From an optimization exercise on the open Yosys and OpenROAD flow, aimed at small area, a short achievable clock period and few clock cycles per item; shortcuts taken in it are not production practice. At most, simulation tests tie the RTL to the original design; equivalence was not proved. The RTL of runs 1 to 3 was laid out without a check of its function. Power figures rest on the tool's default switching activity, not on a simulated workload.

$ cat flow/flow/run.sh
#!/bin/bash
# Own layout flow: the standard synthesis and layout, with
#  - plain sky130 buffers on the ports instead of the delay buffer the
#    resizer picks by default;
#  - timing repair asked to reach a setup slack margin, so that it works on
#    the paths that set the achieved period (the constraints are unchanged).
set -euo pipefail
bash standard.sh synth > synth.log 2>&1
bash standard.sh finish \
  BUFFER_PORTS_ARGS="-buffer_cell sky130_fd_sc_hd__buf_1" \
  SETUP_SLACK_MARGIN=9.5 > layout.log 2>&1
$ cat flow/standard.sh
#!/bin/bash
# synth_recipe.tcl (not shown) runs the flow's synth.tcl, then flattens the netlist and writes it again
# the make line also repeats each setting of config.mk as NAME=value (left out here)
make -C /OpenROAD-flow-scripts/flow DESIGN_CONFIG=/design/flow/config.mk WORK_HOME=/design/flow/orfs CLKGATE_MAP_FILE= SYNTH_SCRIPT=/design/flow/synth_recipe.tcl "${@:-finish}"
$ cat flow/config.mk
export PLATFORM = sky130hd
export DESIGN_NAME = packet_parser
export DESIGN_NICKNAME = packet_parser
export VERILOG_FILES = /design/flow/design.v
export SDC_FILE = /design/flow/constraint.sdc
export NUM_CORES = 4
export LEC_CHECK = 0
export CAP_MARGIN = 20
export CORE_MARGIN = 2
export CORE_UTILIZATION = 65
export PLACE_DENSITY = 0.8
export SLEW_MARGIN = 20
$ cat flow/constraint.sdc
create_clock -name core_clock -period 13.5 [get_ports {clk}]
set_input_delay 2.7000 -clock core_clock [delete_from_list [all_inputs] [get_ports {clk}]]
set_output_delay 2.7000 -clock core_clock [all_outputs]
set_load 0.01 [all_outputs]
$ cat flow/design.v
module packet_parser (
	input  logic         clk,
	input  logic         rst_n,       
	input  logic         s_tvalid,
	input  logic [7:0]   s_tdata,
	input  logic         s_tlast,
	output logic         s_tready,
	output logic         m_tvalid,
	input  logic         m_tready,
	output logic [367:0] m_tdata
	);
logic       rdy;            
logic       pend;           
logic       pad;            
logic [5:0] pos;            
logic       dv;             
logic [7:0] din;
logic       dl;
logic fill, proc, adv, p48, inwin, go_pend, go_pad;
logic next_pend, next_pad, dfull_next;
logic [5:0] pos_next;
logic shift_q;              
assign fill    = !pend && !pad;
assign proc    = dv && fill;
assign adv     = proc || pad;
assign p48     = (pos == 6'd48);
assign inwin   = (pos >= 6'd14) && (pos <= 6'd37);
assign go_pend = p48 && ((proc && dl) || pad);
assign go_pad  = proc && dl && !p48;
assign next_pend  = pend ? !m_tready : go_pend;
assign next_pad   = !pend && (pad ? !go_pend : go_pad);
assign dfull_next = (rdy && s_tvalid) || (dv && !proc);
assign pos_next   = pend ? (m_tready ? 6'd0 : pos) : ((adv && !p48) ? pos + 6'd1 : pos);
function logic stored_at(input logic [5:0] p);
	stored_at = (p <= 6'd14) || (p == 6'd16) || (p == 6'd17) ||
	            (p == 6'd23) || (p >= 6'd26 && p <= 6'd47);
endfunction
always_ff @(posedge clk or negedge rst_n) begin
	if (!rst_n) begin
		rdy  <= 1'b1;
		pend <= 1'b0;
		pad  <= 1'b0;
		pos  <= 6'd0;
		dv   <= 1'b0;
		shift_q <= 1'b0;
	end
	else begin
		rdy  <= !(next_pend || next_pad) || !dfull_next;
		pend <= next_pend;
		pad  <= next_pad;
		dv   <= dfull_next;
		pos  <= pos_next;
		shift_q <= ((dfull_next && !next_pend && !next_pad) || next_pad) && stored_at(pos_next);
	end
end
always_ff @(posedge clk) begin
	if (rdy) begin
		din <= s_tdata;
		dl  <= s_tlast;
	end
end
logic [7:0]   in_byte, cs_byte;
logic [319:0] ch;           
logic [15:0]  cnt;          
logic [15:0]  cnt_inc;
logic [15:0]  acc;          
logic         pc;           
logic         first;
assign in_byte = din & {8{!pad}};
assign cs_byte = in_byte & {8{pos <= 6'd33}};    
assign cnt_inc = (cnt == 16'hFFFF) ? cnt : cnt + 16'd1;
assign first   = (pos == 6'd14);
always_ff @(posedge clk) begin
	if (shift_q)
		ch <= {ch[311:0], in_byte};
	if (proc)
		cnt <= (pos == 6'd0) ? 16'd1 : cnt_inc;
	if (adv && inwin)
		{pc, acc} <= (first ? 17'd0 : {1'b0, acc[7:0], acc[15:8]}) +
		             {8'd0, pc && !first, cs_byte};
end
function integer slot(input integer b);
	integer i;
	begin
		if (b <= 14)      i = b;
		else if (b == 16) i = 15;
		else if (b == 17) i = 16;
		else if (b == 23) i = 17;
		else              i = b - 8;
		slot = 8 * (39 - i);
	end
endfunction
logic [47:0]  dest_mac, src_mac;
logic [15:0]  eth_type, total_length;
logic [7:0]   b14, protocol;
logic [31:0]  src_ip, dest_ip;
logic [111:0] payload;
genvar g;
generate
	for (g = 0; g < 6; g++) begin : MAC
		assign dest_mac[47-8*g -: 8] = ch[slot(g)   +: 8];
		assign src_mac [47-8*g -: 8] = ch[slot(6+g) +: 8];
	end
	for (g = 0; g < 4; g++) begin : IP
		assign src_ip [31-8*g -: 8] = ch[slot(26+g) +: 8];
		assign dest_ip[31-8*g -: 8] = ch[slot(30+g) +: 8];
	end
	for (g = 0; g < 14; g++) begin : PAY
		assign payload[8*g +: 8] = ch[slot(34+g) +: 8];
	end
endgenerate
assign eth_type     = {ch[slot(12) +: 8], ch[slot(13) +: 8]};
assign b14          = ch[slot(14) +: 8];
assign total_length = {ch[slot(16) +: 8], ch[slot(17) +: 8]};
assign protocol     = ch[slot(23) +: 8];
logic        f_v4, f_v6, f_short, f_ck, f_len;
logic        is_ipv4;
logic [15:0] len_now;
assign is_ipv4 = (eth_type == 16'h0800);
assign len_now = pad ? cnt : cnt_inc;
always_ff @(posedge clk) begin
	if (go_pend) begin
		f_v4    <= is_ipv4;
		f_v6    <= (eth_type == 16'h86DD);
		f_short <= (len_now < 16'd48);
		f_ck    <= is_ipv4 && (b14 == 8'h45) && (acc == 16'hFFFF);
		f_len   <= is_ipv4 && ({1'b0, total_length} + 17'd14 == {1'b0, len_now});
	end
end
assign s_tready = rdy;
assign m_tvalid = pend;
assign m_tdata  = {11'b0, f_len, f_ck, f_short, f_v6, f_v4, acc, cnt, payload,
                   dest_ip, src_ip, protocol, total_length, b14[7:4], b14[3:0],
                   eth_type, src_mac, dest_mac};
endmodule
==> results of run 1 <==
==> worst min path at each step <==
stage                        end  slack (ns)  cells after the start
3_3_place_gp   ch[247]$_DFFE_PP_        0.43                      0
5_1_grt        ch[236]$_DFFE_PP_        0.45                      0
4_1_cts         ch[49]$_DFFE_PP_        0.44                      0
2_1_floorplan      pad$_DFF_PN0_        0.49                      1
6_report        ch[49]$_DFFE_PP_        0.44                      0
3_5_place_dp    ch[49]$_DFFE_PP_        0.43                      0
==> synthesized netlist by cell type (4+ instances only) <==
library cell,n
sky130_fd_sc_hd__edfxtp_1,367
sky130_fd_sc_hd__nand2_1,38
sky130_fd_sc_hd__nor2_1,34
sky130_fd_sc_hd__xnor2_1,30
sky130_fd_sc_hd__nor2b_1,20
sky130_fd_sc_hd__xor2_1,19
sky130_fd_sc_hd__buf_4,18
sky130_fd_sc_hd__a21oi_1,17
sky130_fd_sc_hd__o21ai_0,17
sky130_fd_sc_hd__ha_1,15
sky130_fd_sc_hd__nand3_1,15
sky130_fd_sc_hd__nor4_1,15
sky130_fd_sc_hd__nor3_1,14
sky130_fd_sc_hd__inv_1,12
sky130_fd_sc_hd__and2_1,11
sky130_fd_sc_hd__mux2i_1,11
sky130_fd_sc_hd__dfrtp_1,10
sky130_fd_sc_hd__nand4_1,10
sky130_fd_sc_hd__and3_1,9
sky130_fd_sc_hd__clkbuf_1,9
sky130_fd_sc_hd__buf_2,7
sky130_fd_sc_hd__a31oi_1,6
sky130_fd_sc_hd__nand2b_1,6
sky130_fd_sc_hd__nor3b_1,6
sky130_fd_sc_hd__a211oi_1,5
sky130_fd_sc_hd__nand4b_1,5
sky130_fd_sc_hd__and4_1,4
==> what timing repair did <==
item,4_1_cts,5_1_grt
setup endpoints to repair,8,4
cloned,0,0
buffers inserted,8,6
==> kinds of logic after synthesis <==
logic type               Yosys count  share of synthesized area (%)
multiplexers                      14                          1.021
flip-flops                       378                          80.15
buffers and inverters             48                          1.926
XOR/XNOR                          49                          3.045
adder cells (fa/ha/maj)           16                          1.474
other                              1                        0.02661
AND/OR/NAND/NOR                  210                          8.833
AO/OA/AOI/OAI                     73                          3.524
==> report_power, final <==
part / internal (mW) / leakage, nW / switching [mW]
logic: 0.484 / 1.53 / 1.08
clock network: 0.594 / 0.599 / 0.427
registers: 2.19 / 3.82 / 0.462
==> state kept, by name (all words and copies together) (netlist names) <==
signal / cells
f_ck: 1
ch: 320
pend: 1
f_v4: 1
dv: 1
shift_q: 1
cnt: 16
rdy: 1
din: 8
pc: 1
pos: 6
acc: 16
pad: 1
f_len: 1
f_short: 1
f_v6: 1
dl: 1
==> final cells by class <==
cell class,instances,area [µm²],share of cell area [%]
Clock buffer,46,1011,5.934
Clock inverter,19,198.9,1.168
Inverter,12,45.04,0.2644
Multi-Input combinational cell,373,2587,15.19
Sequential cell,378,11300,66.33
Tap cell,275,344.1,2.020
Timing Repair Buffer,392,1550,9.099
==> per-stage QoR <==
stage	instances	hold slack (ns)	setup slack, ns	utilization (%)
floorplan	799	0.4908	9.702	-
global placement	1416	0.4272	9.521	74.32
detailed placement	1416	0.4301	9.423	74.32
CTS	1489	0.4445	9.501	80.33
global route	1495	0.4517	9.504	80.54
finish	1495	0.4432	9.535	80.54
==> metal layers <==
metal	track usage (%)	part of all wire, %	up-vias
li1	-	-	3821
met1	37.42	37	4227
met2	46.81	49	461
met3	8.554	11	62
met4	8.879	3.0	0
met5	0	0	-
==> flow_summary.json, run 1 <==
{
  "outcome": "timing/DRC/antenna clean",
  "ys.flop_type": "sky130_fd_sc_hd__edfxtp_1",
  "crit_path_end": "m_tdata[133]",
  "timing.setup.critical_path_class": "flip-flop to output port",
  "ctsHoldBuffers": 0,
  "drt-wirelength-per-cell_um": 22.46,
  "core_area_mm2": 0.02115,
  "clock_latency_ns": 0.53,
  "finalNetCount": 1223,
  "netlist_instances": 789,
  "worst_path_fanout_max": 7,
  "cp_slowest_cell": "sky130_fd_sc_hd__edfxtp_1",
  "dp_hpwl_mm": 23.37,
  "grt-ovfl-total": 0,
  "hold_violations": 0,
  "clkTransAtPathRegs_ns": 0.06,
  "floorplan.initialDensity_pct": 66.63,
  "power_leakage_nw": 5.954,
  "dr.first_iter.drc_count": 777,
  "clock.fmax_mhz": 252.2,
  "drive_above_1_share_pct": 8.443,
  "finalWeightedCongestion": 0.9457,
  "global_route_wire_length_before_repair_mm": 47.71,
  "io_pins": 383,
  "endpoint_kind": "output port",
  "final_common_cell": "sky130_fd_sc_hd__buf_1",
  "finalClockSkew_ns": 0.009920,
  "tritoncts": "built",
  "cp_num_cells": 1,
  "grt_max_degree": 88,
  "num_rows": 53,
  "max-vdd-ir-drop_mv": 0.1924,
  "r2r_cells": 13,
  "synth.distinct_cells": 68,
  "syn_area_per_cell_um2": 17.86,
  "most-common-layout-cells": "sky130_fd_sc_hd__buf_1, sky130_fd_sc_hd__edfxtp_1, sky130_fd_sc_hd__nand2_1, sky130_fd_sc_hd__clkbuf_16, sky130_fd_sc_hd__nor2_1",
  "chipHeight_um": 151.3,
  "antenna-diode-count": 0,
  "cts_made_buffers": 37,
  "ys_ff_latch": 378,
  "startpoint_type": "flip-flop",
  "netlist_top_cells_area": "sky130_fd_sc_hd__edfxtp_1, sky130_fd_sc_hd__xnor2_1, sky130_fd_sc_hd__dfrtp_1",
  "worst_r2r_startpoint": "pos[0]$_DFF_PN0_",
  "tightestPinTransition_ns": 1.054,
  "floorplan.die.width_um": 151.3,
  "fp.dieArea_mm2": 0.02288,
  "synth_top_cell_by_area": "sky130_fd_sc_hd__edfxtp_1",
  "share_of_synthesized_area_occupied_by_flip_flops_and_latches_pct": 80.15,
  "timing.critical_path.from": "ch[197]$_DFFE_PP_",
  "io_buffers": 371,
  "remaining_drc_errors": 0,
  "cp.buffers_inverters": 1,
  "worst_reg2reg_endpoint": "acc[12]$_DFFE_PP_",
  "ctsRootBufferMaster": "sky130_fd_sc_hd__clkbuf_16",
  "crit_family": "flip-flops",
  "fill_cells": 1145,
  "setup_violations": 0,
  "final_cell_area_mm2": 0.01704,
  "num_vias": 8571,
  "maxCapViolCount": 0,
  "cts.repair.resized": 0,
  "required_ns": 10.80,
  "postRouteAntennaNets": 0,
  "async_flop_share_pct": 2.910,
  "worstHoldPathType": "flip-flop to flip-flop",
  "cts_htree_levels": 2,
  "timing.hold.worst.start": "ch[41]$_DFFE_PP_",
  "finalCriticalPeriod_ns": 3.965,
  "firstDrtPassIters": 5,
  "worstPathCellList": "buf_1",
  "post-layout-total-power_mw": 5.234,
  "antenna_violations_before_repair": 0,
  "post_dp_cell_area_mm2": 0.01572,
  "yosysTopAreaCellShare_pct": 78.19,
  "routed_wl_mm": 33.57,
  "count_of_yosys_warnings_during_synthesis": 1,
  "number_of_enable_flip_flop_cells_after_synthesis": 367,
  "critPathMaxStageDelay_ns": 0.51,
  "finalMaxSlewViolations": 0,
  "synth_area_mm2": 0.01409,
  "cp.arrival_ns": 1.26,
  "unrepaired_setup_endpoints_after_global_routing": "no",
  "setup_tns_ns": 0,
  "rrSetupSlack_ns": 9.86,
  "first_global_vias": 7834,
  "area_delta_synth_final_pct": 20.88,
  "clockBufferDepth": 3,
  "grtUsageTotal_pct": 28.60,
  "clock-sinks": 378,
  "drt-vias-per-instance": 5.733,
  "post-route-period-util_pct": 29.37,
  "pwr_density_cell_mw_per_mm2": 307.2,
  "timing.slew.headroom_pct": 29.66
}
==> run 2, diff against run 1 <==
--- a/flow/config.mk
+++ b/flow/config.mk
@@ -10,2 +10,4 @@
 export CORE_UTILIZATION = 65
+export CTS_BUF_LIST = sky130_fd_sc_hd__clkbuf_8
+export CTS_CLUSTER_SIZE = 40
 export PLACE_DENSITY = 0.8
==> flow_summary.json, run 2 <==
{
  "outcome": "timing/DRC/antenna clean",
  "timing.hold.worst.start": "ch[163]$_DFFE_PP_",
  "crit_family": "flip-flops",
  "tightestPinTransition_ns": 1.061,
  "most_frequent_cell_after_synthesis": "sky130_fd_sc_hd__edfxtp_1",
  "core_area_mm2": 0.02115,
  "grt_max_degree": 88,
  "final_common_cell": "sky130_fd_sc_hd__edfxtp_1",
  "fill_cells": 1137,
  "critPathMaxStageDelay_ns": 0.49,
  "dr.first_iter.drc_count": 781,
  "worstHoldPathType": "flip-flop to flip-flop",
  "num_vias": 8744,
  "most-common-layout-cells": "sky130_fd_sc_hd__edfxtp_1, sky130_fd_sc_hd__buf_1, sky130_fd_sc_hd__clkbuf_8, sky130_fd_sc_hd__buf_4, sky130_fd_sc_hd__nand2_1",
  "sequential_cell_area_mm2": 0.01130,
  "fp.dieArea_mm2": 0.02288,
  "synth.distinct_cells": 68,
  "floorplan.initialDensity_pct": 66.63,
  "floorplan.die.width_um": 151.3,
  "tritoncts": "built",
  "post-route-period-util_pct": 29.29,
  "finalWeightedCongestion": 0.9457,
  "chipHeight_um": 151.3,
  "count_of_yosys_warnings_during_synthesis": 1,
  "yosysTopAreaCellShare_pct": 78.19,
  "syn_area_per_cell_um2": 17.86,
  "finalCriticalPeriod_ns": 3.954,
  "finalNetCount": 1266,
  "max-vdd-ir-drop_mv": 0.1892,
  "drt-wirelength-per-cell_um": 21.61,
  "grt-ovfl-total": 0,
  "cts_htree_levels": 2,
  "grtUsageTotal_pct": 28.40,
  "power_leakage_nw": 6.086,
  "global_route_wire_length_before_repair_mm": 47.44,
  "async_flop_share_pct": 2.910,
  "postRouteAntennaNets": 0,
  "number_of_enable_flip_flop_cells_after_synthesis": 367,
  "clkTransAtPathRegs_ns": 0.06,
  "clock.fmax_mhz": 252.9,
  "dp_hpwl_mm": 23.37,
  "final.setup.worst_slack_ns": 9.546,
  "pwr_density_cell_mw_per_mm2": 299.8,
  "largest_register_ffs": 320,
  "share_of_synthesized_area_occupied_by_flip_flops_and_latches_pct": 80.15,
  "setup_violations": 0,
  "worst_r2r_startpoint": "pos[0]$_DFF_PN0_",
  "finalMaxSlewViolations": 0,
  "startpoint_type": "flip-flop",
  "timing.setup.critical_path_class": "flip-flop to output port",
  "endpoint_kind": "output port",
  "netlist_top_cells_area": "sky130_fd_sc_hd__edfxtp_1, sky130_fd_sc_hd__xnor2_1, sky130_fd_sc_hd__dfrtp_1",
  "ctsRootBufferMaster": "sky130_fd_sc_hd__clkbuf_8",
  "clockBufferDepth": 3,
  "cp.arrival_ns": 1.25,
  "unrepaired_setup_endpoints_after_global_routing": "no",
  "firstDrtPassIters": 5,
  "footprint_of_the_multi_input_gates_mm2": 0.002587,
  "cts_made_buffers": 56,
  "clock-sinks": 378,
  "cp.buffers_inverters": 1,
  "timing.slew.headroom_pct": 29.18,
  "required_ns": 10.80,
  "ys_ff_latch": 378,
  "synth_top_cell_by_area": "sky130_fd_sc_hd__edfxtp_1",
  "worstPathCellList": "buf_1",
  "worst_path_fanout_max": 3,
  "top_register": "ch",
  "io_pins": 383,
  "num_rows": 53,
  "first_global_vias": 7992,
  "dpl_worst_slack_ns": 9.423,
  "ys.flop_type": "sky130_fd_sc_hd__edfxtp_1",
  "timing.critical_path.from": "ch[184]$_DFFE_PP_",
  "antenna-diode-count": 0,
  "finalClockSkew_ns": 0.04905,
  "io_buffers": 371,
  "synth.top_cells.by_count": "sky130_fd_sc_hd__edfxtp_1, sky130_fd_sc_hd__nand2_1, sky130_fd_sc_hd__nor2_1",
  "remaining_drc_errors": 0,
  "clock_latency_ns": 0.61,
  "drive_above_1_share_pct": 11.86,
  "maxCapViolCount": 0,
  "drt-vias-per-instance": 5.616,
  "hold_violations": 0,
  "cp_slowest_cell": "sky130_fd_sc_hd__edfxtp_1",
  "synth_area_mm2": 0.01409,
  "routed_wl_mm": 33.65,
  "netlist_instances": 789,
  "setup_tns_ns": 0,
  "area_delta_synth_final_pct": 20.96,
  "antenna_violations_before_repair": 0
}
-- run 2: cell types whose count changed in the layout (fill, tap and decap cells not counted), moves of 7 or more --
cell | previous run | this run
sky130_fd_sc_hd__clkbuf_8 | 3 | 58
sky130_fd_sc_hd__clkbuf_16 | 38 | 0
sky130_fd_sc_hd__buf_4 | 21 | 45
sky130_fd_sc_hd__inv_1 | 12 | 26
sky130_fd_sc_hd__clkinv_1 | 3 | 14
sky130_fd_sc_hd__buf_1 | 371 | 364
-- run 2: cells by family (layout without fill, tap and decap cells) --
group | Yosys count | after routing | share of synthesized area (%)
buffers and inverters | 48 | 531 | 1.926
other | 1 | 11 | 0.02661
XOR/XNOR | 49 | 49 | 3.045
flip-flops | 378 | 378 | 80.15
adder cells (fa/ha/maj) | 16 | 16 | 1.474
AND/OR/NAND/NOR | 210 | 210 | 8.833
AO/OA/AOI/OAI | 73 | 73 | 3.524
multiplexers | 14 | 14 | 1.021
-- run 2: stage by stage --
stage | utilization [%] | power (mW) | cell area [µm²] | hold slack (ns) | cells
after CTS | 80.03 | 5.084 | 16930 | 0.4391 | 1542
after detailed placement | 74.32 | 4.168 | 15720 | 0.4301 | 1416
after global placement | 74.32 | 4.103 | 15720 | 0.4272 | 1416
final | 80.59 | 5.111 | 17050 | 0.4295 | 1557
after floorplan | - | 3.411 | 14140 | 0.4908 | 799
after global routing | 80.59 | 5.375 | 17050 | 0.4453 | 1557
-- run 2: area by class of cell --
cell class | count | area share [%]
clock buffers | 58 | 4.682
clock inverters | 45 | 1.372
inverters | 12 | 0.2642
multi-input cells | 373 | 15.18
flip-flops and latches | 378 | 66.28
well taps | 275 | 2.018
repair buffers | 416 | 10.20
-- run 2: worst paths after layout --
path | endpoint | cells after the start | slack, ns
setup / recovery | m_tdata[120] | 1 | 9.55
hold / removal | ch[171]$_DFFE_PP_ | 0 | 0.43
setup reg to reg | acc[12]$_DFFE_PP_ | 13 | 9.89
hold reg to reg | ch[171]$_DFFE_PP_ | 0 | 0.43
max in group asynchronous | shift_q$_DFF_PN0_ | 1 | 10.95
min in group asynchronous | shift_q$_DFF_PN0_ | 1 | 2.11
-- run 2: timing repair --
item                                    in CTS  in global routing
setup buffers                               23                 15
gates resized for setup                      2                  5
endpoints found under the setup margin      24                 13
pin swaps                                    0                  0
hold buffers                                 0                  0
hold endpoints to repair                     0                  0
cloned                                       0                  0
-- run 2: where the power goes --
group | total, mW | switching (mW) | internal (mW)
combinational | 1.65 | 1.12 | 0.527
sequential | 2.61 | 0.417 | 2.19
clock | 0.856 | 0.433 | 0.423
total | 5.11 | 1.97 | 3.14
-- run 2: per-layer routing --
layer	global-route usage (%)	wire (µm)	up-vias
met3	8.705	3549	60
met1	36.57	12480	4310
met4	8.738	870	0
met2	46.97	16760	454
li1	-	-	3920
met5	0	0	-
==> run 3, diff against run 2 <==
--- a/flow/config.mk
+++ b/flow/config.mk
@@ -9,6 +9,6 @@
 export CORE_MARGIN = 2
-export CORE_UTILIZATION = 65
-export CTS_BUF_LIST = sky130_fd_sc_hd__clkbuf_8
-export CTS_CLUSTER_SIZE = 40
-export PLACE_DENSITY = 0.8
+export CORE_UTILIZATION = 75
+export CTS_BUF_LIST = sky130_fd_sc_hd__clkbuf_4
+export CTS_CLUSTER_SIZE = 30
+export PLACE_DENSITY = 0.85
 export SLEW_MARGIN = 20
==> flow_summary.json, run 3 <==
{
  "share_of_synthesized_area_occupied_by_flip_flops_and_latches_pct": 80.15,
  "netlist_instances": 789,
  "floorplan.initialDensity_pct": 75.86,
  "io_pins": 383,
  "synth_area_mm2": 0.01409,
  "synth.top_cells.by_count": "sky130_fd_sc_hd__edfxtp_1, sky130_fd_sc_hd__nand2_1, sky130_fd_sc_hd__nor2_1",
  "most_frequent_cell_after_synthesis": "sky130_fd_sc_hd__edfxtp_1",
  "ctsRootBufferMaster": "sky130_fd_sc_hd__clkbuf_4",
  "cts.repair.resized": 157,
  "cts_made_buffers": 87,
  "ys.flop_type": "sky130_fd_sc_hd__edfxtp_1",
  "io_buffers": 371,
  "finalWeightedCongestion": 0.9208,
  "post-cts-setup-buffer-count": 125,
  "count_of_yosys_warnings_during_synthesis": 1,
  "outcome": "did not finish",
  "syn_area_per_cell_um2": 17.86,
  "ys_ff_latch": 378,
  "floorplan.die.width_um": 141.1,
  "clock-sinks": 378,
  "dpl_worst_slack_ns": 9.422,
  "async_flop_share_pct": 2.910,
  "number_of_enable_flip_flop_cells_after_synthesis": 367,
  "synth.distinct_cells": 68,
  "synth_top_cell_by_area": "sky130_fd_sc_hd__edfxtp_1",
  "yosysTopAreaCellShare_pct": 78.19,
  "run.stop_error": "[ERROR DPL-0033] detailed placement checks failed during check placement.",
  "stop_stage": "clock tree synthesis (4_1_cts)",
  "clockBufferDepth": 3,
  "cts_htree_levels": 3,
  "ctsHoldBuffers": 0,
  "netlist_top_cells_area": "sky130_fd_sc_hd__edfxtp_1, sky130_fd_sc_hd__xnor2_1, sky130_fd_sc_hd__dfrtp_1",
  "chipHeight_um": 141.1,
  "post_dp_cell_area_mm2": 0.01567,
  "dp_hpwl_mm": 24.12,
  "num_rows": 50
}
[run 3: cell counts after synthesis]
Identical to the previous run, type by type.
[run 3: per-stage QoR]
step	util, %	cells
after global placement	84.34	1374
after detailed placement	84.34	1374
after floorplan	-	799
[run 3: kinds of logic after synthesis]
family | after synthesis | synth area share [%]
adders and majority gates | 16 | 1.474
and+or+nand+nor | 210 | 8.833
xor gates and xnor gates | 49 | 3.045
buffers and inverters | 48 | 1.926
DFF | 378 | 80.15
AOI/OAI and AO/OA | 73 | 3.524
muxes | 14 | 1.021
other | 1 | 0.02661
[run 3: power groups by stage]
stage          registers (mW)  clock network [mW]  logic [mW]
2_1_floorplan            2.92                   0       0.494
3_3_place_gp             2.63                   0        1.47
3_5_place_dp             2.68                   0        1.51
[run 3: how the worst min path moves through the flow]
stage                                 start                 to  slack (ns)  cells past startpoint
after global placement    ch[247]$_DFFE_PP_  ch[255]$_DFFE_PP_        0.43                      0
after detailed placement  ch[128]$_DFFE_PP_  ch[136]$_DFFE_PP_        0.43                      0
after floorplan                dl$_DFFE_PP_      pad$_DFF_PN0_        0.49                      1
==> run 4, diff against run 3 <==
--- a/flow/design.v
+++ b/flow/design.v
@@ -75,4 +75,4 @@
 		ch <= {ch[311:0], in_byte};
-	if (proc)
-		cnt <= (pos == 6'd0) ? 16'd1 : cnt_inc;
+	if ((proc && (!dl || pos == 6'd0)) || go_pend)
+		cnt <= (proc && pos == 6'd0) ? {15'd0, !dl} : cnt_inc;
 	if (adv && inwin)
@@ -119,3 +119,3 @@
 assign is_ipv4 = (eth_type == 16'h0800);
-assign len_now = pad ? cnt : cnt_inc;
+assign len_now = cnt_inc;
 always_ff @(posedge clk) begin
--- a/flow/flow/run.sh
+++ b/flow/flow/run.sh
@@ -4,2 +4,3 @@
 #    resizer picks by default;
+#  - a clock tree of fewer, larger sink clusters and no dummy loads;
 #  - timing repair asked to reach a setup slack margin, so that it works on
@@ -10,2 +11,3 @@
   BUFFER_PORTS_ARGS="-buffer_cell sky130_fd_sc_hd__buf_1" \
+  CTS_ARGS="-sink_clustering_enable -repair_clock_nets -sink_clustering_size 20 -sink_clustering_max_diameter 60 -buf_list sky130_fd_sc_hd__clkbuf_8 -dont_use_dummy_load" \
   SETUP_SLACK_MARGIN=9.5 > layout.log 2>&1
--- a/flow/config.mk
+++ b/flow/config.mk
@@ -9,6 +9,4 @@
 export CORE_MARGIN = 2
-export CORE_UTILIZATION = 75
-export CTS_BUF_LIST = sky130_fd_sc_hd__clkbuf_4
-export CTS_CLUSTER_SIZE = 30
-export PLACE_DENSITY = 0.85
+export CORE_UTILIZATION = 65
+export PLACE_DENSITY = 0.8
 export SLEW_MARGIN = 20
==> flow_summary.json, run 4 <==
{
  "timing.slew.headroom_pct": 29.77,
  "finalWeightedCongestion": 0.9170,
  "firstDrtPassIters": 5,
  "num_rows": 53,
  "dp_hpwl_mm": 23.46,
  "timing.critical_path.from": "ch[212]$_DFFE_PP_",
  "footprint_of_the_multi_input_gates_mm2": 0.002387,
  "drt-vias-per-instance": 5.697,
  "cp.buffers_inverters": 1,
  "clockBufferDepth": 3,
  "endpoint_kind": "output port",
  "async_flop_share_pct": 2.910,
  "cp_num_cells": 1,
  "worst_path_fanout_max": 4,
  "outcome": "timing/DRC/antenna clean",
  "most_frequent_cell_after_synthesis": "sky130_fd_sc_hd__edfxtp_1",
  "post-route-period-util_pct": 29.29,
  "largest_register_ffs": 320,
  "required_ns": 10.80,
  "finalNetCount": 1192,
  "first_global_vias": 7493,
  "io_buffers": 371,
  "global_route_wire_length_before_repair_mm": 44.52,
  "ys_ff_latch": 378,
  "postRouteAntennaNets": 0,
  "top_register": "ch",
  "count_of_yosys_warnings_during_synthesis": 1,
  "post-layout-total-power_mw": 4.455,
  "synth_area_mm2": 0.01385,
  "worst_r2r_startpoint": "pos[0]$_DFF_PN0_",
  "worstHoldPathType": "flip-flop to flip-flop",
  "yosysTopAreaCellShare_pct": 79.57,
  "setup_violations": 0,
  "fill_cells": 1279,
  "syn_area_per_cell_um2": 18.52,
  "r2r_cells": 13,
  "chipHeight_um": 150.0,
  "synth.top_cells.by_count": "sky130_fd_sc_hd__edfxtp_1, sky130_fd_sc_hd__nor2_1, sky130_fd_sc_hd__nand2_1",
  "floorplan.die.width_um": 150.0,
  "finalCriticalPeriod_ns": 3.954,
  "unrepaired_setup_endpoints_after_global_routing": "no",
  "number_of_enable_flip_flop_cells_after_synthesis": 367,
  "power_leakage_nw": 5.587,
  "floorplan.initialDensity_pct": 66.10,
  "io_pins": 383,
  "sequential_cell_area_mm2": 0.01130,
  "rrSetupSlack_ns": 9.80,
  "cp.arrival_ns": 1.25,
  "synth_top_cell_by_area": "sky130_fd_sc_hd__edfxtp_1",
  "ctsRootBufferMaster": "sky130_fd_sc_hd__clkbuf_8",
  "finalClockSkew_ns": 0.05141,
  "worstPathCellList": "buf_2",
  "worst_reg2reg_endpoint": "acc[12]$_DFFE_PP_",
  "antenna-diode-count": 0,
  "maxCapViolCount": 0,
  "clock-sinks": 378,
  "remaining_drc_errors": 0,
  "num_vias": 8181,
  "tritoncts": "built",
  "ctsHoldBuffers": 0,
  "clock.fmax_mhz": 252.9,
  "cts_made_buffers": 25,
  "drive_above_1_share_pct": 6.977,
  "crit_path_end": "m_tdata[100]",
  "critPathMaxStageDelay_ns": 0.49,
  "most-common-layout-cells": "sky130_fd_sc_hd__buf_1, sky130_fd_sc_hd__edfxtp_1, sky130_fd_sc_hd__nor2_1, sky130_fd_sc_hd__nand2_1, sky130_fd_sc_hd__buf_4",
  "cts_htree_levels": 1,
  "drt-wirelength-per-cell_um": 22.32,
  "share_of_synthesized_area_occupied_by_flip_flops_and_latches_pct": 81.56,
  "area_delta_synth_final_pct": 16.16,
  "finalMaxSlewViolations": 0,
  "startpoint_type": "flip-flop",
  "grt-ovfl-total": 0,
  "grt_max_degree": 92,
  "netlist_instances": 748,
  "dr.first_iter.drc_count": 775,
  "max-vdd-ir-drop_mv": 0.1654,
  "cp_slowest_cell": "sky130_fd_sc_hd__edfxtp_1",
  "clock_latency_ns": 0.57,
  "synth.distinct_cells": 69,
  "crit_family": "flip-flops",
  "setup_tns_ns": 0,
  "timing.setup.critical_path_class": "flip-flop to output port",
  "grtUsageTotal_pct": 27.00,
  "antenna_violations_before_repair": 0,
  "ys.flop_type": "sky130_fd_sc_hd__edfxtp_1",
  "clkTransAtPathRegs_ns": 0.11,
  "pwr_density_cell_mw_per_mm2": 276.9,
  "hold_violations": 0,
  "routed_wl_mm": 32.06,
  "core_area_mm2": 0.02096,
  "tightestPinTransition_ns": 1.053,
  "netlist_top_cells_area": "sky130_fd_sc_hd__edfxtp_1, sky130_fd_sc_hd__dfrtp_1, sky130_fd_sc_hd__xnor2_1",
  "fp.dieArea_mm2": 0.02249,
  "final_common_cell": "sky130_fd_sc_hd__buf_1"
}
run 4: cell type report:
class,count,share of cell area (%)
sequential,378,70.25
multi-input combinational,342,14.84
clock buffer,25,2.139
timing repair buffer,405,10.38
tap,275,2.139
inverter,11,0.2566
run 4: worst min path at each step:
stage | startpoint | cells past startpoint | slack (ns) | end
global placement | ch[269]$_DFFE_PP_ | 0 | 0.43 | ch[277]$_DFFE_PP_
floorplan | ch[92]$_DFFE_PP_ | 0 | 0.50 | ch[100]$_DFFE_PP_
CTS | ch[92]$_DFFE_PP_ | 0 | 0.43 | ch[100]$_DFFE_PP_
global route | ch[92]$_DFFE_PP_ | 0 | 0.43 | ch[100]$_DFFE_PP_
detailed placement | ch[37]$_DFFE_PP_ | 0 | 0.43 | ch[45]$_DFFE_PP_
finish | ch[92]$_DFFE_PP_ | 0 | 0.42 | ch[100]$_DFFE_PP_
run 4: cell families after synthesis:
logic type      share of synthesized area (%)
compound gates                          3.017
xor+xnor                                3.071
fa+ha+maj                               1.500
buf+inv                                 1.518
flops                                   81.56
mux                                     1.156
other cells                           0.02707
simple gates                            8.148
run 4: timing repair:
| item | 4_1_cts | 5_1_grt |
|---|---|---|
| endpoints found under the hold margin | 0 | 0 |
| setup buffers | 14 | 14 |
| gates resized for setup | 2 | 1 |
| endpoints found under the setup margin | 16 | 7 |
run 4: worst register-to-register path, cell delays in order (launching register included):
cell and delay, ns:
sky130_fd_sc_hd__dfrtp_1 0.50, sky130_fd_sc_hd__inv_1 0.13, sky130_fd_sc_hd__ha_1 0.19, sky130_fd_sc_hd__nand4_1 0.45, sky130_fd_sc_hd__and2_1 0.37, sky130_fd_sc_hd__ha_1 0.21
sky130_fd_sc_hd__fa_1 0.40, sky130_fd_sc_hd__a21o_1 0.20, sky130_fd_sc_hd__a21oi_1 0.21, sky130_fd_sc_hd__nand2b_1 0.20, sky130_fd_sc_hd__a2111o_1 0.18, sky130_fd_sc_hd__nand2_1 0.11
sky130_fd_sc_hd__nand3_1 0.17, sky130_fd_sc_hd__xor2_1 0.10
run 4: metrics by stage:
step                cells  hold slack [ns]  setup WS (ns)  utilization, %  cell area [µm²]
floorplan             758           0.4990          9.785               -            13890
global placement     1382           0.4291          9.613           73.99            15500
detailed placement   1382           0.4316          9.569           73.99            15500
CTS                  1421           0.4307          9.502           76.14            15960
global route         1436           0.4276          9.499           76.78            16090
finish               1436           0.4243          9.546           76.78            16090
run 4: where the power goes:
| group | internal (mW) | switching (mW) |
|---|---|---|
| clock network | 0.167 | 0.315 |
| logic | 0.428 | 0.936 |
| registers | 2.16 | 0.446 |
run 4: routing by layer:
metal  global-route usage [%]  part of all wire, %
met1                    34.66                   36
met2                    46.03                   50
met3                    6.768                   10
met4                    8.302                  3.3
met5                        0                    0
Testbench counts of run 4, summed over its fixed seeds: cycles 152,901, packets 320.
==> run 5, diff against run 4 <==
--- a/flow/flow/run.sh
+++ b/flow/flow/run.sh
@@ -11,3 +11,3 @@
   BUFFER_PORTS_ARGS="-buffer_cell sky130_fd_sc_hd__buf_1" \
-  CTS_ARGS="-sink_clustering_enable -repair_clock_nets -sink_clustering_size 20 -sink_clustering_max_diameter 60 -buf_list sky130_fd_sc_hd__clkbuf_8 -dont_use_dummy_load" \
-  SETUP_SLACK_MARGIN=9.5 > layout.log 2>&1
+  CTS_ARGS="-sink_clustering_enable -repair_clock_nets -sink_clustering_size 30 -sink_clustering_max_diameter 100 -buf_list sky130_fd_sc_hd__clkbuf_16 -dont_use_dummy_load" \
+  SETUP_SLACK_MARGIN=9.8 > layout.log 2>&1
==> flow_summary.json, run 5 <==
{
  "clockBufferDepth": 3,
  "clock_latency_ns": 0.54,
  "clock-sinks": 378,
  "worstHoldPathType": "flip-flop to flip-flop",
  "setup_tns_ns": 0,
  "power_leakage_nw": 8.068,
  "synth-xor-area-share_pct": 3.071,
  "io_buffers": 371,
  "cp.buffers_inverters": 1,
  "cts_made_buffers": 16,
  "hold_violations": 0,
  "yosysTopAreaCellShare_pct": 79.57,
  "share_of_synthesized_area_occupied_by_flip_flops_and_latches_pct": 81.56,
  "drt-wirelength-per-cell_um": 27.47,
  "clock.fmax_mhz": 244.4,
  "cts_htree_levels": 1,
  "cp_num_cells": 1,
  "firstDrtPassIters": 5,
  "synthAdderAreaFrac_pct": 1.500,
  "synth.distinct_cells": 69,
  "finalNetCount": 1470,
  "r2r_cells": 14,
  "required_ns": 10.80,
  "synth-compound-area-share_pct": 3.017,
  "ys.flop_type": "sky130_fd_sc_hd__edfxtp_1",
  "global_route_wire_length_before_repair_mm": 52.40,
  "first_global_vias": 8625,
  "syn_area_per_cell_um2": 18.52,
  "main_combinational_cell_family_by_area_after_synthesis": "simple AND/OR/NAND/NOR gates",
  "unrepaired_setup_endpoints_after_global_routing": "yes",
  "drive_above_1_share_pct": 48.23,
  "cp_slowest_cell": "sky130_fd_sc_hd__edfxtp_1",
  "synth_area_mm2": 0.01385,
  "synth.mux.area_fraction_pct": 1.156,
  "worst_path_fanout_max": 2,
  "worstPathCellList": "clkbuf_2",
  "grtUsageTotal_pct": 31.81,
  "antenna-diode-count": 0,
  "antenna_violations_before_repair": 1,
  "maxCapViolCount": 0,
  "clkTransAtPathRegs_ns": 0.12,
  "routed_wl_mm": 47.09,
  "synth_top_cell_by_area": "sky130_fd_sc_hd__edfxtp_1",
  "setup_violations": 0,
  "dp_hpwl_mm": 23.61,
  "finalCriticalPeriod_ns": 4.092,
  "grt_max_degree": 88,
  "tritoncts": "built",
  "timing.setup.critical_path_class": "flip-flop to output port",
  "io_pins": 383,
  "met3_length_mm": 5.867,
  "finalWeightedCongestion": 0.9154,
  "finalClockSkew_ns": 0.05177,
  "cp.arrival_ns": 1.39,
  "netlist_top_cells_area": "sky130_fd_sc_hd__edfxtp_1, sky130_fd_sc_hd__dfrtp_1, sky130_fd_sc_hd__xnor2_1",
  "worst_hold_slack_ns": 0.4421,
  "floorplan.die.width_um": 150.0,
  "timing.slew.headroom_pct": 25.43,
  "finalMaxSlewViolations": 0,
  "worst_r2r_startpoint": "pos[0]$_DFF_PN0_",
  "post-layout-total-power_mw": 5.693,
  "core_area_mm2": 0.02096,
  "synth.top_cells.by_count": "sky130_fd_sc_hd__edfxtp_1, sky130_fd_sc_hd__nor2_1, sky130_fd_sc_hd__nand2_1",
  "remaining_drc_errors": 0,
  "startpoint_type": "flip-flop",
  "postRouteAntennaNets": 0,
  "async_flop_share_pct": 2.910,
  "num_vias": 10450,
  "area_delta_synth_final_pct": 37.81,
  "post-route-period-util_pct": 30.31,
  "outcome": "timing/DRC/antenna clean",
  "timing.critical_path.from": "ch[181]$_DFFE_PP_",
  "number_of_enable_flip_flop_cells_after_synthesis": 367,
  "largest_register_ffs": 320,
  "crit_path_end": "m_tdata[141]",
  "final_common_cell": "sky130_fd_sc_hd__edfxtp_1",
  "rrSetupSlack_ns": 9.87,
  "most-common-layout-cells": "sky130_fd_sc_hd__edfxtp_1, sky130_fd_sc_hd__buf_4, sky130_fd_sc_hd__clkbuf_2, sky130_fd_sc_hd__buf_6, sky130_fd_sc_hd__buf_2",
  "endpoint_kind": "output port",
  "ys_ff_latch": 378,
  "met1_length_mm": 14.85,
  "chipHeight_um": 150.0,
  "netlist_instances": 748,
  "fp.dieArea_mm2": 0.02249,
  "worst_reg2reg_endpoint": "acc[12]$_DFFE_PP_",
  "grt-ovfl-total": 0,
  "floorplan.initialDensity_pct": 66.10,
  "ctsRootBufferMaster": "sky130_fd_sc_hd__clkbuf_16",
  "fill_cells": 712,
  "max-vdd-ir-drop_mv": 0.2094,
  "most_frequent_cell_after_synthesis": "sky130_fd_sc_hd__edfxtp_1",
  "synth_simple_gate_area_share_pct": 8.148,
  "tightestPinTransition_ns": 1.119,
  "highest_metal_layer_with_signal_wires": "met5",
  "critPathMaxStageDelay_ns": 0.64,
  "dr.first_iter.drc_count": 1334,
  "num_rows": 53,
  "crit_family": "flip-flops",
  "drt-vias-per-instance": 6.097,
  "top_register": "ch",
  "pwr_density_cell_mw_per_mm2": 298.3,
  "routed-wl-met2_mm": 22.88,
  "count_of_yosys_warnings_during_synthesis": 1
}
-- run 5: routing by layer --
layer	vias up	GRT usage (%)
met1	4992	40.58
met3	246	7.652
met4	2	9.481
met5	-	0
met2	1014	54.89
li1	4197	-
-- run 5: final cells by class --
class                   count  area [µm²]  share of cell area, %
flip-flops and latches    378       11300                  59.21
repair buffers            692        4602                  24.11
multi-input cells         342        2399                  12.57
clock buffers              16       400.4                  2.098
well taps                 275       344.1                  1.803
inverters                  11       41.29                 0.2163
-- run 5: cell families (layout without fill, tap and decap cells) --
logic type,count (synthesis),in the layout
AOI/OAI and AO/OA,57,57
xor gates and xnor gates,43,43
adders and majority gates,16,16
buffers and inverters,38,719
DFF,378,378
muxes,16,16
other,1,11
and+or+nand+nor,199,199
-- run 5: repair_timing --
action,CTS,global route
setup buffers,201,115
hold buffers,0,0
gates resized for setup,143,298
endpoints found under the setup margin,359,365
-- run 5: power breakdown --
| group | switching (mW) | internal (mW) | total (mW) |
|---|---|---|---|
| clock | 0.347 | 0.216 | 0.563 |
| sequential | 0.527 | 2.17 | 2.70 |
| combinational | 1.28 | 1.14 | 2.43 |
-- run 5: worst min path at each step --
| stage | slack, ns | startpoint | to | cells past startpoint |
|---|---|---|---|---|
| floorplan | 0.50 | ch[92]$_DFFE_PP_ | ch[100]$_DFFE_PP_ | 0 |
| global placement | 0.43 | ch[139]$_DFFE_PP_ | ch[147]$_DFFE_PP_ | 0 |
| detailed placement | 0.43 | ch[93]$_DFFE_PP_ | ch[101]$_DFFE_PP_ | 0 |
| CTS | 0.43 | ch[26]$_DFFE_PP_ | ch[34]$_DFFE_PP_ | 0 |
| global route | 0.46 | ch[46]$_DFFE_PP_ | ch[54]$_DFFE_PP_ | 0 |
| finish | 0.44 | ch[30]$_DFFE_PP_ | ch[38]$_DFFE_PP_ | 0 |
-- run 5: per-stage QoR --
step | util [%] | area [µm²] | setup WS (ns) | cells
3_5_place_dp | 74.01 | 15510 | 9.560 | 1382
6_report | 91.09 | 19090 | 9.408 | 1714
2_1_floorplan | - | 13900 | 9.824 | 758
4_1_cts | 84.46 | 17700 | 9.583 | 1599
5_1_grt | 91.09 | 19090 | 9.396 | 1714
3_3_place_gp | 74.01 | 15510 | 9.653 | 1382
==> run 6, diff against run 5 <==
--- a/flow/flow/run.sh
+++ b/flow/flow/run.sh
@@ -12,2 +12,2 @@
   CTS_ARGS="-sink_clustering_enable -repair_clock_nets -sink_clustering_size 30 -sink_clustering_max_diameter 100 -buf_list sky130_fd_sc_hd__clkbuf_16 -dont_use_dummy_load" \
-  SETUP_SLACK_MARGIN=9.8 > layout.log 2>&1
+  SETUP_SLACK_MARGIN=9.65 > layout.log 2>&1
==> flow_summary.json, run 6 <==
{
  "yosysTopAreaCellShare_pct": 79.57,
  "largest_register_ffs": 320,
  "unrepaired_setup_endpoints_after_global_routing": "yes",
  "ys.flop_type": "sky130_fd_sc_hd__edfxtp_1",
  "worst_reg2reg_endpoint": "acc[12]$_DFFE_PP_",
  "clockBufferDepth": 3,
  "firstDrtPassIters": 6,
  "postRouteAntennaNets": 0,
  "tritoncts": "built",
  "antenna-diode-count": 0,
  "global_route_wire_length_before_repair_mm": 45.73,
  "ctsRootBufferMaster": "sky130_fd_sc_hd__clkbuf_16",
  "netlist_top_cells_area": "sky130_fd_sc_hd__edfxtp_1, sky130_fd_sc_hd__dfrtp_1, sky130_fd_sc_hd__xnor2_1",
  "dr.first_iter.drc_count": 713,
  "crit_family": "flip-flops",
  "first_global_vias": 7605,
  "startpoint_type": "flip-flop",
  "drt-vias-per-instance": 5.699,
  "utilization_pct": 79.75,
  "worstHoldPathType": "flip-flop to flip-flop",
  "io_buffers": 371,
  "top_register": "ch",
  "share_of_synthesized_area_occupied_by_flip_flops_and_latches_pct": 81.56,
  "cp.buffers_inverters": 1,
  "number_of_enable_flip_flop_cells_after_synthesis": 367,
  "clock_latency_ns": 0.52,
  "most_frequent_cell_after_synthesis": "sky130_fd_sc_hd__edfxtp_1",
  "clkTransAtPathRegs_ns": 0.11,
  "whs_path_depth": 0,
  "cts_htree_levels": 1,
  "routed_wl_mm": 32.73,
  "outcome": "timing/DRC/antenna clean",
  "finalWeightedCongestion": 0.9170,
  "most-common-layout-cells": "sky130_fd_sc_hd__edfxtp_1, sky130_fd_sc_hd__buf_1, sky130_fd_sc_hd__buf_4, sky130_fd_sc_hd__nor2_1, sky130_fd_sc_hd__nand2_1",
  "grt-ovfl-total": 0,
  "clock-sinks": 378,
  "antenna_violations_before_repair": 0,
  "netlist_instances": 748,
  "remaining_drc_errors": 0,
  "required_ns": 10.80,
  "area_delta_synth_final_pct": 20.66,
  "ys_ff_latch": 378,
  "hold_violations": 0,
  "maxCapViolCount": 0,
  "grtUsageTotal_pct": 27.79,
  "dpl_worst_slack_ns": 9.569,
  "finalNetCount": 1242,
  "dp_hpwl_mm": 23.46,
  "synth.distinct_cells": 69,
  "setup_violations": 0,
  "cp.arrival_ns": 1.18,
  "synth.top_cells.by_count": "sky130_fd_sc_hd__edfxtp_1, sky130_fd_sc_hd__nor2_1, sky130_fd_sc_hd__nand2_1",
  "r2r_cells": 13,
  "finalClockSkew_ns": 0.04516,
  "timing.slew.headroom_pct": 28.74,
  "setup_tns_ns": 0,
  "worstPathCellList": "buf_1",
  "synth_top_cell_by_area": "sky130_fd_sc_hd__edfxtp_1",
  "async_flop_share_pct": 2.910,
  "timing.setup.critical_path_class": "flip-flop to output port",
  "core_area_mm2": 0.02096,
  "grt_max_degree": 92,
  "rrSetupSlack_ns": 9.80,
  "pwr_density_cell_mw_per_mm2": 279.0,
  "critPathMaxStageDelay_ns": 0.49,
  "finalCriticalPeriod_ns": 3.884,
  "timing.hold.worst.start": "ch[27]$_DFFE_PP_",
  "clock.fmax_mhz": 257.5,
  "floorplan.initialDensity_pct": 66.10,
  "tightestPinTransition_ns": 1.069,
  "num_vias": 8468,
  "final.setup.worst_slack_ns": 9.616,
  "fill_cells": 1174,
  "fp.dieArea_mm2": 0.02249,
  "floorplan.die.width_um": 150.0,
  "worst_path_fanout_max": 4,
  "cts_made_buffers": 16,
  "chipHeight_um": 150.0,
  "final_common_cell": "sky130_fd_sc_hd__edfxtp_1",
  "post-route-period-util_pct": 28.77,
  "finalMaxSlewViolations": 0,
  "drive_above_1_share_pct": 14.45,
  "max-vdd-ir-drop_mv": 0.1856,
  "syn_area_per_cell_um2": 18.52,
  "drt-wirelength-per-cell_um": 22.02,
  "endpoint_kind": "output port",
  "synth_area_mm2": 0.01385,
  "num_rows": 53,
  "power_leakage_nw": 6.037,
  "count_of_yosys_warnings_during_synthesis": 1,
  "io_pins": 383,
  "hold_path_end": "ch[35]$_DFFE_PP_",
  "worst_r2r_startpoint": "pos[0]$_DFF_PN0_",
  "cp_slowest_cell": "sky130_fd_sc_hd__edfxtp_1"
}
==> run 6: cell counts after synthesis <==
Identical to the previous run, type by type.
==> run 6: cells by family after synthesis <==
logic type	count (synthesis)	synth area share [%]
compound gates	57	3.017
xor+xnor	43	3.071
fa+ha+maj	16	1.500
buf+inv	38	1.518
flops	378	81.56
mux	16	1.156
other cells	1	0.02707
simple gates	199	8.148
==> run 6: final cells by class <==
class | count | area [µm²] | share of cell area [%]
Multi-Input combinational cell | 342 | 2392 | 14.31
Sequential cell | 378 | 11300 | 67.63
Inverter | 11 | 41.29 | 0.2471
Timing Repair Buffer | 464 | 2232 | 13.36
Tap cell | 275 | 344.1 | 2.059
Clock buffer | 16 | 400.4 | 2.396
==> run 6: through the flow <==
| step | hold slack [ns] | cell area [µm²] | std cells | total power, mW |
|---|---|---|---|---|
| 2_1_floorplan | 0.4990 | 13890 | 758 | 3.217 |
| 3_3_place_gp | 0.4291 | 15500 | 1382 | 3.861 |
| 3_5_place_dp | 0.4316 | 15500 | 1382 | 3.937 |
| 4_1_cts | 0.4331 | 16300 | 1443 | 4.576 |
| 5_1_grt | 0.4417 | 16710 | 1486 | 4.886 |
| 6_report | 0.4245 | 16710 | 1486 | 4.664 |
==> run 6: how the worst max path moves through the flow <==
stage	start	depth (start not counted)	slack, ns	endpoint
global placement	m_tready	7	9.61	shift_q$_DFF_PN0_
global route	acc[3]$_DFFE_PP_	1	9.59	m_tdata[339]
finish	acc[3]$_DFFE_PP_	1	9.62	m_tdata[339]
floorplan	m_tready	6	9.79	shift_q$_DFF_PN0_
detailed placement	m_tready	7	9.57	shift_q$_DFF_PN0_
CTS	ch[214]$_DFFE_PP_	1	9.60	m_tdata[102]
==> run 6: metal layers <==
| layer | track usage, % | share of wire [%] | vias up |
|---|---|---|---|
| li1 | - | - | 3742 |
| met5 | 0 | 0 | - |
| met1 | 35.71 | 36 | 4188 |
| met2 | 47.65 | 50 | 469 |
| met4 | 8.821 | 3.6 | 0 |
| met3 | 6.372 | 9.6 | 69 |
==> run 6: timing repair <==
item                                    4_1_cts  5_1_grt
endpoints found under the setup margin       64       70
gates resized for setup                      25       44
hold buffers                                  0        0
buffers inserted                             45       43
==> run 6: power breakdown <==
group / leakage (nW) / switching, mW / internal, mW / total (mW)
sequential: 3.79 / 0.423 / 2.16 / 2.59
clock: 0.197 / 0.312 / 0.215 / 0.527
combinational: 2.05 / 0.997 / 0.552 / 1.55
==> run 7, diff against run 6 <==
--- a/flow/flow/run.sh
+++ b/flow/flow/run.sh
@@ -12,2 +12,2 @@
   CTS_ARGS="-sink_clustering_enable -repair_clock_nets -sink_clustering_size 30 -sink_clustering_max_diameter 100 -buf_list sky130_fd_sc_hd__clkbuf_16 -dont_use_dummy_load" \
-  SETUP_SLACK_MARGIN=9.65 > layout.log 2>&1
+  SETUP_SLACK_MARGIN=9.5 > layout.log 2>&1
==> flow_summary.json, run 7 <==
{
  "dp_hpwl_mm": 23.46,
  "crit_path_end": "m_tdata[125]",
  "critPathMaxStageDelay_ns": 0.56,
  "antenna-diode-count": 0,
  "synth_top_cell_by_area": "sky130_fd_sc_hd__edfxtp_1",
  "routed_wl_mm": 31.45,
  "post-cts-setup-buffer-count": 3,
  "clockBufferDepth": 3,
  "cts_made_buffers": 16,
  "ys.flop_type": "sky130_fd_sc_hd__edfxtp_1",
  "ctsRootBufferMaster": "sky130_fd_sc_hd__clkbuf_16",
  "post_dp_cell_area_mm2": 0.01550,
  "finalClockSkew_ns": 0.04529,
  "num_vias": 8044,
  "timing.critical_path.from": "ch[189]$_DFFE_PP_",
  "core_area_mm2": 0.02096,
  "worst_r2r_startpoint": "pos[0]$_DFF_PN0_",
  "r2r_cells": 13,
  "synth.top_cells.by_count": "sky130_fd_sc_hd__edfxtp_1, sky130_fd_sc_hd__nor2_1, sky130_fd_sc_hd__nand2_1",
  "dr.first_iter.drc_count": 648,
  "worstHoldPathType": "flip-flop to flip-flop",
  "io_pins": 383,
  "required_ns": 10.80,
  "global_route_wire_length_before_repair_mm": 44.57,
  "first_global_vias": 7392,
  "largest_register_ffs": 320,
  "clock.fmax_mhz": 254.0,
  "antenna_violations_before_repair": 0,
  "cp.arrival_ns": 1.24,
  "drt-vias-per-instance": 5.713,
  "endpoint_kind": "output port",
  "final_cell_area_mm2": 0.01598,
  "finalCriticalPeriod_ns": 3.938,
  "grt_max_degree": 92,
  "timing.slew.headroom_pct": 28.87,
  "netlist_instances": 748,
  "top_register": "ch",
  "clock-sinks": 378,
  "hold_violations": 0,
  "final_common_cell": "sky130_fd_sc_hd__buf_1",
  "crit_family": "flip-flops",
  "number_of_enable_flip_flop_cells_after_synthesis": 367,
  "worstPathCellList": "buf_1",
  "drive_above_1_share_pct": 4.413,
  "post-route-period-util_pct": 29.17,
  "ctsHoldBuffers": 0,
  "most_frequent_cell_after_synthesis": "sky130_fd_sc_hd__edfxtp_1",
  "setup_tns_ns": 0,
  "pwr_density_cell_mw_per_mm2": 279.3,
  "maxCapViolCount": 0,
  "firstDrtPassIters": 4,
  "chipHeight_um": 150.0,
  "tritoncts": "built",
  "netlist_top_cells_area": "sky130_fd_sc_hd__edfxtp_1, sky130_fd_sc_hd__dfrtp_1, sky130_fd_sc_hd__xnor2_1",
  "cp.buffers_inverters": 1,
  "finalMaxSlewViolations": 0,
  "worst_reg2reg_endpoint": "acc[12]$_DFFE_PP_",
  "area_delta_synth_final_pct": 15.39,
  "synth_area_mm2": 0.01385,
  "setup_violations": 0,
  "async_flop_share_pct": 2.910,
  "clkTransAtPathRegs_ns": 0.11,
  "tightestPinTransition_ns": 1.067,
  "floorplan.die.width_um": 150.0,
  "cts.repair.resized": 0,
  "share_of_synthesized_area_occupied_by_flip_flops_and_latches_pct": 81.56,
  "grtUsageTotal_pct": 27.00,
  "fp.dieArea_mm2": 0.02249,
  "finalNetCount": 1164,
  "max-vdd-ir-drop_mv": 0.1850,
  "remaining_drc_errors": 0,
  "postRouteAntennaNets": 0,
  "count_of_yosys_warnings_during_synthesis": 1,
  "outcome": "timing/DRC/antenna clean",
  "cp_num_cells": 1,
  "floorplan.initialDensity_pct": 66.10,
  "ys_ff_latch": 378,
  "unrepaired_setup_endpoints_after_global_routing": "no",
  "clock_latency_ns": 0.52,
  "syn_area_per_cell_um2": 18.52,
  "num_rows": 53,
  "worst_path_fanout_max": 6,
  "drt-wirelength-per-cell_um": 22.33,
  "finalWeightedCongestion": 0.9170,
  "startpoint_type": "flip-flop",
  "cp_slowest_cell": "sky130_fd_sc_hd__edfxtp_1",
  "timing.setup.critical_path_class": "flip-flop to output port",
  "yosysTopAreaCellShare_pct": 79.57,
  "cts_htree_levels": 1,
  "most-common-layout-cells": "sky130_fd_sc_hd__buf_1, sky130_fd_sc_hd__edfxtp_1, sky130_fd_sc_hd__nor2_1, sky130_fd_sc_hd__nand2_1, sky130_fd_sc_hd__xnor2_1",
  "io_buffers": 371,
  "synth.distinct_cells": 69,
  "grt-ovfl-total": 0,
  "power_leakage_nw": 5.503,
  "rrSetupSlack_ns": 9.83
}
-- run 7: metrics by stage --
step / instances / setup WS, ns / power (mW) / util, % / hold slack, ns
2_1_floorplan: 758 / 9.785 / 3.217 / - / 0.4990
3_3_place_gp: 1382 / 9.613 / 3.861 / 73.99 / 0.4291
3_5_place_dp: 1382 / 9.569 / 3.937 / 73.99 / 0.4316
4_1_cts: 1401 / 9.520 / 4.475 / 76.00 / 0.4331
5_1_grt: 1408 / 9.519 / 4.684 / 76.27 / 0.4421
6_report: 1408 / 9.562 / 4.463 / 76.27 / 0.4279
-- run 7: power by group --
part / internal [mW] / switching (mW) / leakage, nW / total, mW
clock network: 0.215 / 0.313 / 0.197 / 0.528
logic: 0.397 / 0.908 / 1.51 / 1.31
registers: 2.17 / 0.465 / 3.79 / 2.63
total: 2.78 / 1.69 / 5.50 / 4.46
-- run 7: worst min path at each step --
stage | from | to | depth (start not counted)
2_1_floorplan | ch[92]$_DFFE_PP_ | ch[100]$_DFFE_PP_ | 0
3_3_place_gp | ch[269]$_DFFE_PP_ | ch[277]$_DFFE_PP_ | 0
3_5_place_dp | ch[37]$_DFFE_PP_ | ch[45]$_DFFE_PP_ | 0
4_1_cts | ch[92]$_DFFE_PP_ | ch[100]$_DFFE_PP_ | 0
5_1_grt | ch[92]$_DFFE_PP_ | ch[100]$_DFFE_PP_ | 0
6_report | ch[27]$_DFFE_PP_ | ch[35]$_DFFE_PP_ | 0
-- run 7: per-layer routing --
metal	vias to the layer above	global-route usage [%]	share of wire (%)
met5	-	0	0
met4	0	8.396	3.0
met3	55	6.341	9.2
met2	410	46.00	50
met1	3999	34.95	38
li1	3580	-	-
-- run 7: layout make-up --
class | instances | area, µm²
Sequential cell | 378 | 11300
Fill cell | 1269 | 4972
Clock buffer | 16 | 400.4
Tap cell | 275 | 344.1
Inverter | 11 | 41.29
Timing Repair Buffer | 386 | 1509
Multi-Input combinational cell | 342 | 2387
-- run 7: cells by family (layout without fill, tap and decap cells) --
logic type	Yosys count	in the layout	synth area share [%]
AOI/OAI and AO/OA	57	57	3.017
xor gates and xnor gates	43	43	3.071
adders and majority gates	16	16	1.500
buffers and inverters	38	413	1.518
DFF	378	378	81.56
muxes	16	16	1.156
other	1	11	0.02707
and+or+nand+nor	199	199	8.148
==> run 8, diff against run 7 <==
--- a/flow/flow/run.sh
+++ b/flow/flow/run.sh
@@ -11,3 +11,3 @@
   BUFFER_PORTS_ARGS="-buffer_cell sky130_fd_sc_hd__buf_1" \
-  CTS_ARGS="-sink_clustering_enable -repair_clock_nets -sink_clustering_size 30 -sink_clustering_max_diameter 100 -buf_list sky130_fd_sc_hd__clkbuf_16 -dont_use_dummy_load" \
+  CTS_ARGS="-sink_clustering_enable -repair_clock_nets -sink_clustering_size 30 -sink_clustering_max_diameter 60 -buf_list sky130_fd_sc_hd__clkbuf_16 -dont_use_dummy_load" \
   SETUP_SLACK_MARGIN=9.5 > layout.log 2>&1
==> flow_summary.json, run 8 <==
{
  "outcome": "timing/DRC/antenna clean",
  "cp.buffers_inverters": 1,
  "pwr_density_cell_mw_per_mm2": 284.1,
  "grt-ovfl-total": 0,
  "finalWeightedCongestion": 0.9170,
  "most-common-layout-cells": "sky130_fd_sc_hd__buf_1, sky130_fd_sc_hd__edfxtp_1, sky130_fd_sc_hd__nor2_1, sky130_fd_sc_hd__nand2_1, sky130_fd_sc_hd__clkbuf_16",
  "worstPathCellList": "buf_1",
  "synth.mux.area_fraction_pct": 1.156,
  "p_clk_share_pct": 14.2,
  "first_global_vias": 7474,
  "hold_path_end": "ch[249]$_DFFE_PP_",
  "power.internal_mw": 2.882,
  "synth_simple_gate_area_share_pct": 8.148,
  "count_of_yosys_warnings_during_synthesis": 1,
  "switching_share_of_power_pct": 37.29,
  "chipHeight_um": 150.0,
  "final.setup.worst_slack_ns": 9.550,
  "post-layout-total-power_mw": 4.596,
  "finalMaxSlewViolations": 0,
  "drive_above_1_share_pct": 4.833,
  "floorplan.initialDensity_pct": 66.10,
  "dr.first_iter.drc_count": 765,
  "clock.fmax_mhz": 253.2,
  "core_area_mm2": 0.02096,
  "whs_path_depth": 0,
  "ctsRootBufferMaster": "sky130_fd_sc_hd__clkbuf_16",
  "cp_slowest_cell": "sky130_fd_sc_hd__edfxtp_1",
  "p_switching_mw": 1.714,
  "synth-xor-area-share_pct": 3.071,
  "drt-vias-per-instance": 5.732,
  "ys.flop_type": "sky130_fd_sc_hd__edfxtp_1",
  "worst_hold_slack_ns": 0.4108,
  "synthAdderAreaFrac_pct": 1.500,
  "endpoint_kind": "output port",
  "clkTransAtPathRegs_ns": 0.10,
  "power_leakage_nw": 5.594,
  "largest_register_ffs": 320,
  "syn_area_per_cell_um2": 18.52,
  "setup_violations": 0,
  "timing.hold.worst.start": "ch[241]$_DFFE_PP_",
  "finalNetCount": 1169,
  "setup_tns_ns": 0,
  "startpoint_type": "flip-flop",
  "timing.slew.headroom_pct": 28.78,
  "final_cell_area_mm2": 0.01618,
  "most_frequent_cell_after_synthesis": "sky130_fd_sc_hd__edfxtp_1",
  "area_delta_synth_final_pct": 16.79,
  "cts_made_buffers": 24,
  "postRouteAntennaNets": 0,
  "maxCapViolCount": 0,
  "synth.top_cells.by_count": "sky130_fd_sc_hd__edfxtp_1, sky130_fd_sc_hd__nor2_1, sky130_fd_sc_hd__nand2_1",
  "io_buffers": 371,
  "yosysTopAreaCellShare_pct": 79.57,
  "grt_max_degree": 92,
  "num_vias": 8099,
  "finalClockSkew_ns": 0.05220,
  "post-route-period-util_pct": 29.26,
  "synth-compound-area-share_pct": 3.017,
  "synth_top_cell_by_area": "sky130_fd_sc_hd__edfxtp_1",
  "routed_wl_mm": 31.93,
  "cp.arrival_ns": 1.25,
  "final_common_cell": "sky130_fd_sc_hd__buf_1",
  "worst_path_fanout_max": 6,
  "clock-sinks": 378,
  "worstHoldPathType": "flip-flop to flip-flop",
  "global_route_wire_length_before_repair_mm": 45.06,
  "netlist_top_cells_area": "sky130_fd_sc_hd__edfxtp_1, sky130_fd_sc_hd__dfrtp_1, sky130_fd_sc_hd__xnor2_1",
  "share_comb_of_total_power_pct": 28.4,
  "share_of_synthesized_area_occupied_by_flip_flops_and_latches_pct": 81.56,
  "share_seq_of_total_power_pct": 57.4,
  "firstDrtPassIters": 5,
  "synth_area_mm2": 0.01385,
  "async_flop_share_pct": 2.910,
  "worst_r2r_startpoint": "pos[0]$_DFF_PN0_",
  "clock_latency_ns": 0.53,
  "hold_violations": 0,
  "post_dp_cell_area_mm2": 0.01550,
  "floorplan.die.width_um": 150.0,
  "timing.setup.critical_path_class": "flip-flop to output port",
  "dp_hpwl_mm": 23.46,
  "rrSetupSlack_ns": 9.74,
  "num_rows": 53,
  "io_pins": 383,
  "antenna_violations_before_repair": 0,
  "antenna-diode-count": 0,
  "critPathMaxStageDelay_ns": 0.54,
  "dpl_worst_slack_ns": 9.569,
  "cts_htree_levels": 1,
  "r2r_cells": 12,
  "unrepaired_setup_endpoints_after_global_routing": "no",
  "worst_reg2reg_endpoint": "acc[11]$_DFFE_PP_",
  "tritoncts": "built",
  "clockBufferDepth": 3,
  "required_ns": 10.80,
  "top_register": "ch",
  "grtUsageTotal_pct": 27.32,
  "ctsHoldBuffers": 0,
  "drt-wirelength-per-cell_um": 22.60,
  "netlist_instances": 748,
  "finalCriticalPeriod_ns": 3.950,
  "tightestPinTransition_ns": 1.068,
  "crit_family": "flip-flops",
  "synth.distinct_cells": 69,
  "main_combinational_cell_family_by_area_after_synthesis": "simple AND/OR/NAND/NOR gates",
  "max-vdd-ir-drop_mv": 0.1938,
  "number_of_enable_flip_flop_cells_after_synthesis": 367,
  "fp.dieArea_mm2": 0.02249,
  "ys_ff_latch": 378,
  "remaining_drc_errors": 0
}
[run 8: cell counts after synthesis]
No cell type changed its count.
[run 8: through the flow]
stage	cells	utilization (%)
floorplan	758	-
global placement	1382	73.99
detailed placement	1382	73.99
CTS	1410	76.99
global route	1413	77.20
finish	1413	77.20
[run 8: kinds of logic after synthesis]
group / Yosys count
compound gates: 57
other cells: 1
simple gates: 199
xor+xnor: 43
buf+inv: 38
fa+ha+maj: 16
flops: 378
mux: 16
[run 8: worst register-to-register path, cell delays in order (launching register included)]
cell	delay, ns
sky130_fd_sc_hd__dfrtp_1	0.50
sky130_fd_sc_hd__inv_1	0.13
sky130_fd_sc_hd__ha_1	0.20
sky130_fd_sc_hd__nand4_1	0.47
sky130_fd_sc_hd__and2_1	0.38
sky130_fd_sc_hd__ha_1	0.34
sky130_fd_sc_hd__inv_1	0.08
sky130_fd_sc_hd__o21ai_0	0.24
sky130_fd_sc_hd__a21boi_0	0.18
sky130_fd_sc_hd__o31ai_1	0.61
sky130_fd_sc_hd__nand2_1	0.16
sky130_fd_sc_hd__xor2_1	0.17
sky130_fd_sc_hd__nor2_1	0.05
[run 8: worst max path at each step]
stage / start / to / slack (ns) / cells after the start
floorplan: m_tready / shift_q$_DFF_PN0_ / 9.79 / 6
global placement: m_tready / shift_q$_DFF_PN0_ / 9.61 / 7
detailed placement: m_tready / shift_q$_DFF_PN0_ / 9.57 / 7
CTS: ch[195]$_DFFE_PP_ / m_tdata[131] / 9.51 / 1
global route: cnt[7]$_SDFFCE_PP0P_ / m_tdata[327] / 9.51 / 1
finish: ch[189]$_DFFE_PP_ / m_tdata[125] / 9.55 / 1
[run 8: power groups by stage]
stage | Sequential (mW) | Clock [mW] | Combinational, mW
4_1_cts | 2.65 | 0.663 | 1.30
5_1_grt | 2.70 | 0.700 | 1.41
3_5_place_dp | 2.67 | 0 | 1.27
6_report | 2.64 | 0.651 | 1.31
3_3_place_gp | 2.61 | 0 | 1.25
2_1_floorplan | 2.89 | 0 | 0.330
[run 8: repair_timing]
item	in CTS	in global routing
buffers inserted	4	2
pin swaps	0	0
setup endpoints to repair	4	2
endpoints found under the hold margin	0	0
gates resized for setup	0	0
[run 8: per-layer routing]
layer	part of all wire (%)	wire length, µm	GRT usage [%]
met5	0	0	0
met2	50	16000	46.21
met1	36	11390	35.15
met3	11	3372	6.982
met4	3.7	1168	8.821
[run 8: final cells by class]
cell class | instances | area (µm²)
inverters | 11 | 41.29
repair buffers | 383 | 1503
flip-flops and latches | 378 | 11300
clock buffers | 24 | 600.6
well taps | 275 | 344.1
multi-input cells | 342 | 2387
fillers | 1242 | 4778

==> separate check: timing with driven ports <==
Ports are ideal in the flow. The routed layouts listed here were re-timed in OpenROAD.
Step 1 sets driving cells, clkbuf_16 on the clock port and buf_2 on the other inputs (assumed; they add their load-dependent delay and slew).
Step 2 also shifts input and output timing later by t, the mid clock arrival at the registers, as if the neighbouring blocks saw the same clock.
Three values: no drivers, after step 1, after step 2; two values: the first two.
| run | t (ns) | setup slack, ns | worst setup path after step 2 | clock arrival spread, ns | cell pins on the clock port's net |
|---|---|---|---|---|---|
| run 1 | 0.567 | 9.535 / 9.488 / 9.322 | input to register | 0.014 / 0.014 | 1 |
| run 2 | 0.629 | 9.546 / 9.502 / 9.372 | input to register | 0.049 / 0.049 | 1 |
| run 4 | 0.585 | 9.546 / 9.507 / 9.568 | input to register | 0.054 / 0.053 | 1 |
| run 5 | 0.553 | 9.408 / 9.361 / 9.462 | input to register | 0.065 / 0.066 | 1 |
| run 6 | 0.547 | 9.616 / 9.564 / 9.532 | input to register | 0.052 / 0.052 | 1 |
| run 7 | 0.545 | 9.562 / 9.512 / 9.541 | input to register | 0.051 / 0.051 | 1 |
| run 8 | 0.561 | 9.550 / 9.503 / 9.563 | input to register | 0.076 / 0.076 | 1 |
After both steps setup and hold are still met in every run listed. The setup slack of run 1, which loses most, moves by -0.047 ns with the drivers and by -0.213 ns with both steps.
